This design comes from an exercise in tuning for small area and a short achievable clock period on the open sky130 flow, not from production work.
RTL that was checked went through simulation tests only; none was proved equivalent to the original.
The flow treats the clock pin as an ideal source, which a real chip does not have.
Power and IR drop assume default switching activity.

## the baseline
==> module Calc, before the edit <==
module Calc(output [6:0] val, input m, input [2:0] Vgs, Vds, W);
    wire [5:0] yI, yG; wire [3:0] y3I, y3G; wire [4:0] y23I, y23G;
    CalcLut t(.Vgs(Vgs), .Vds(Vds), .yI(yI), .yG(yG), .y3I(y3I), .y3G(y3G), .y23I(y23I), .y23G(y23G));
    wire q2 = W[2] & W[1];
    wire q1 = ~q2 & (W[2] | (W[1] & W[0]));
    wire r1 = (W == 3'd1) | (W == 3'd4) | (W == 3'd7);
    wire r2 = (W == 3'd2) | (W == 3'd5);
    wire q2I = q2 & m, q1I = q1 & m, r1I = r1 & m, r2I = r2 & m;
    wire q2G = q2 & ~m, q1G = q1 & ~m, r1G = r1 & ~m, r2G = r2 & ~m;
    wire [6:0] A = ({7{q2I}} & {yI, 1'b0}) | ({7{q1I}} & {1'b0, yI})
                 | ({7{q2G}} & {yG, 1'b0}) | ({7{q1G}} & {1'b0, yG});
    wire [4:0] B = ({5{r1I}} & {1'b0, y3I}) | ({5{r2I}} & y23I)
                 | ({5{r1G}} & {1'b0, y3G}) | ({5{r2G}} & y23G);
    assign val = A + B;
endmodule
Settings: LEC_CHECK=0, ABC_AREA=1, CAP_MARGIN=20, CORE_MARGIN=2, CORE_UTILIZATION=40, CTS_BUF_LIST=sky130_fd_sc_hd__clkbuf_8, SLEW_MARGIN=20; clock period 30.0 ns.
standard.sh (not shown) runs the stock make flow with config.mk's settings and CLKGATE_MAP_FILE= SYNTH_SCRIPT=/design/flow/synth_recipe.tcl, a recipe that flattens the netlist after the stock synthesis.
==> flow/flow/run.sh <==
#!/bin/bash
# Own flow: the standard synthesis, then the combinational cells are
# re-mapped by ABC (flip-flops kept as they are, same names and cells); the standard flow's
# standard layout with small port buffers. After clock tree synthesis the
# output registers' clock pins get a short buffer chain of their own, so they
# are clocked a little later than the input registers (skew that helps the
# register-to-register paths; it only lengthens the paths to the outputs).
set -euo pipefail
HERE=$(pwd)
R=$HERE/orfs/results/$FLOW_PLATFORM/SMC_top/base
LIB=$FLOW_HOME/platforms/sky130hd/lib/sky130_fd_sc_hd__tt_025C_1v80.lib
source $HERE/flow/params.sh
bash standard.sh synth > synth_std.log 2>&1
cp $R/1_2_yosys.v $HERE/synth_std.v
DU=$(grep -A40 "DONT_USE_CELLS +=" $FLOW_HOME/platforms/sky130hd/config.mk | grep -o "sky130_fd_sc_hd__[a-z0-9_]*" | sed 's/^/-dont_use /' | tr '\n' ' ')
cat > resynth.ys <<EOT
read_liberty -ignore_miss_func $LIB
blackbox sky130_fd_sc_hd__dfxtp_1
read_verilog $HERE/synth_std.v
hierarchy -top $FLOW_TOP
flatten
opt_clean
abc -script $HERE/flow/resynth.abc -liberty $LIB $DU -D $ABC_D
opt_clean -purge
hilomap -singleton -hicell sky130_fd_sc_hd__conb_1 HI -locell sky130_fd_sc_hd__conb_1 LO
stat -liberty $LIB
write_verilog -noattr -nohex -nodec $HERE/synth_re.v
EOT
yosys -s resynth.ys > resynth.log 2>&1
cp $HERE/synth_re.v $R/1_2_yosys.v
rm -f $R/1_synth.odb $R/1_synth.sdc
bash standard.sh "BUFFER_PORTS_ARGS=$PORT_BUF_ARGS" ${CTS_ARGS:+"CTS_ARGS=$CTS_ARGS"} $EXTRA_MAKE cts > layout_cts.log 2>&1
if [[ -n "$SKEW_CELLS" ]]; then
  # SKEW_CELLS: candidate chains separated by ';'. Each is tried on the placed
  # design; the one that leaves the largest worst setup slack (with no hold
  # violation) is kept.
  cp $R/4_cts.odb $HERE/4_cts_noskew.odb
  best=""; best_ws=-1000; i=0
  IFS=';' read -ra CANDS <<< "$SKEW_CELLS"
  for chain in "${CANDS[@]}"; do
    i=$((i+1))
    cp $HERE/4_cts_noskew.odb $R/4_cts.odb
    R=$R LIB=$LIB SKEW_CELLS="$chain" HOLD_FIX="${HOLD_FIX:-}" RR_DERATE=${RR_DERATE:-0} ROOT_REGS="${ROOT_REGS:-}" SKEW_WRITE=0 openroad -no_init -exit $HERE/flow/skew.tcl > skew_try$i.log 2>&1 || true
    res=$(grep '^RESULT' skew_try$i.log | tail -1 || true)
    ws=$(echo "$res" | awk '{print $2}'); wh=$(echo "$res" | awk '{print $3}')
    echo "candidate $i {$chain}: $res" >> skew_choice.log
    if [[ -n "$ws" ]] && awk -v ws="$ws" -v wh="$wh" -v b="$best_ws" 'BEGIN { exit !(wh >= 0 && ws > b) }'; then
      best="$chain"; best_ws=$ws
    fi
  done
  echo "chosen {$best}" >> skew_choice.log
  cp $HERE/4_cts_noskew.odb $R/4_cts.odb
  if [[ -n "$best" ]]; then
    R=$R LIB=$LIB SKEW_CELLS="$best" HOLD_FIX="${HOLD_FIX:-}" RR_DERATE=${RR_DERATE:-0} ROOT_REGS="${ROOT_REGS:-}" SKEW_WRITE=1 openroad -no_init -exit $HERE/flow/skew.tcl > skew.log 2>&1
  fi
fi
bash standard.sh "BUFFER_PORTS_ARGS=$PORT_BUF_ARGS" ${CTS_ARGS:+"CTS_ARGS=$CTS_ARGS"} $EXTRA_MAKE ${FINISH_MAKE:-} finish > layout.log 2>&1
Other scripts of this flow, unchanged in this note and not shown: flow/flow/params.sh, flow/flow/resynth.abc, flow/flow/skew.tcl
Inputs modified between the baseline and the candidate:
--- a/flow/design.v
+++ b/flow/design.v
@@ -199,14 +199,11 @@
     wire [5:0] yI, yG; wire [3:0] y3I, y3G; wire [4:0] y23I, y23G;
     CalcLut t(.Vgs(Vgs), .Vds(Vds), .yI(yI), .yG(yG), .y3I(y3I), .y3G(y3G), .y23I(y23I), .y23G(y23G));
+    wire [5:0] y = m ? yI : yG; wire [3:0] y3 = m ? y3I : y3G; wire [4:0] y23 = m ? y23I : y23G;
     wire q2 = W[2] & W[1];
     wire q1 = ~q2 & (W[2] | (W[1] & W[0]));
     wire r1 = (W == 3'd1) | (W == 3'd4) | (W == 3'd7);
     wire r2 = (W == 3'd2) | (W == 3'd5);
-    wire q2I = q2 & m, q1I = q1 & m, r1I = r1 & m, r2I = r2 & m;
-    wire q2G = q2 & ~m, q1G = q1 & ~m, r1G = r1 & ~m, r2G = r2 & ~m;
-    wire [6:0] A = ({7{q2I}} & {yI, 1'b0}) | ({7{q1I}} & {1'b0, yI})
-                 | ({7{q2G}} & {yG, 1'b0}) | ({7{q1G}} & {1'b0, yG});
-    wire [4:0] B = ({5{r1I}} & {1'b0, y3I}) | ({5{r2I}} & y23I)
-                 | ({5{r1G}} & {1'b0, y3G}) | ({5{r2G}} & y23G);
+    wire [6:0] A = ({7{q2}} & {y, 1'b0}) | ({7{q1}} & {1'b0, y});
+    wire [4:0] B = ({5{r1}} & {1'b0, y3}) | ({5{r2}} & y23);
     assign val = A + B;
 endmodule
### Flow results
- Smallest setup slack after layout in the candidate vs the baseline: up 0.020 ns
- Utilization in the candidate is 0.29 points higher than in the baseline
- On sequential share of cell area, the lower figure sits with the baseline, not the candidate.
- Number of tap cells inserted in the candidate vs the baseline: down 5
- Measured against each other, the candidate and the baseline differ in combinational share of power, the higher figure coming from the candidate.
- The baseline → the candidate: power rose about 23%, worst slack at placement increased 0.043 ns, maximum resistive drop on vdd went up 13%.
- Re count of plain and timing-repair buffers: the candidate and the baseline aren't equal, and the lower value belongs to the baseline.
- From the baseline to the candidate the numbers moved as follows: global-route usage higher; met3 global-route usage roughly the same; clock-cell share of area roughly the same.
Function not checked in the baseline: the RTL went through the layout flow alone.

## afterwards: timing with drivers on the ports
The flow's constraints put no driver on any port. The routed layouts listed below were extracted and timed again, unchanged, in two steps.
Step 1 assumes that a clkbuf_16 drives the clock port and a buf_2 every other input.
Step 2, shift: input delay + t, output delay - t, t = (earliest + latest rising clock arrival at the registers) / 2. This alone moves slack from input paths to output paths.
Slacks: ideal ports / drivers / drivers and shift; pairs: ideal ports / drivers.
| run | shift t [ns] | setup WS [ns] | worst hold slack (ns) | clock arrival spread, ns |
|---|---|---|---|---|
| the baseline | 1.053 | 21.860 / 21.818 / 22.207 | 0.196 / 0.196 / 0.196 | 1.351 / 1.352 |
| the candidate | 1.046 | 21.880 / 21.837 / 22.159 | 0.049 / 0.049 / 0.049 | 1.306 / 1.307 |
In the baseline and the candidate the clock reaches the registers at very different times; t lies between them, and the last value is a rough guide only.
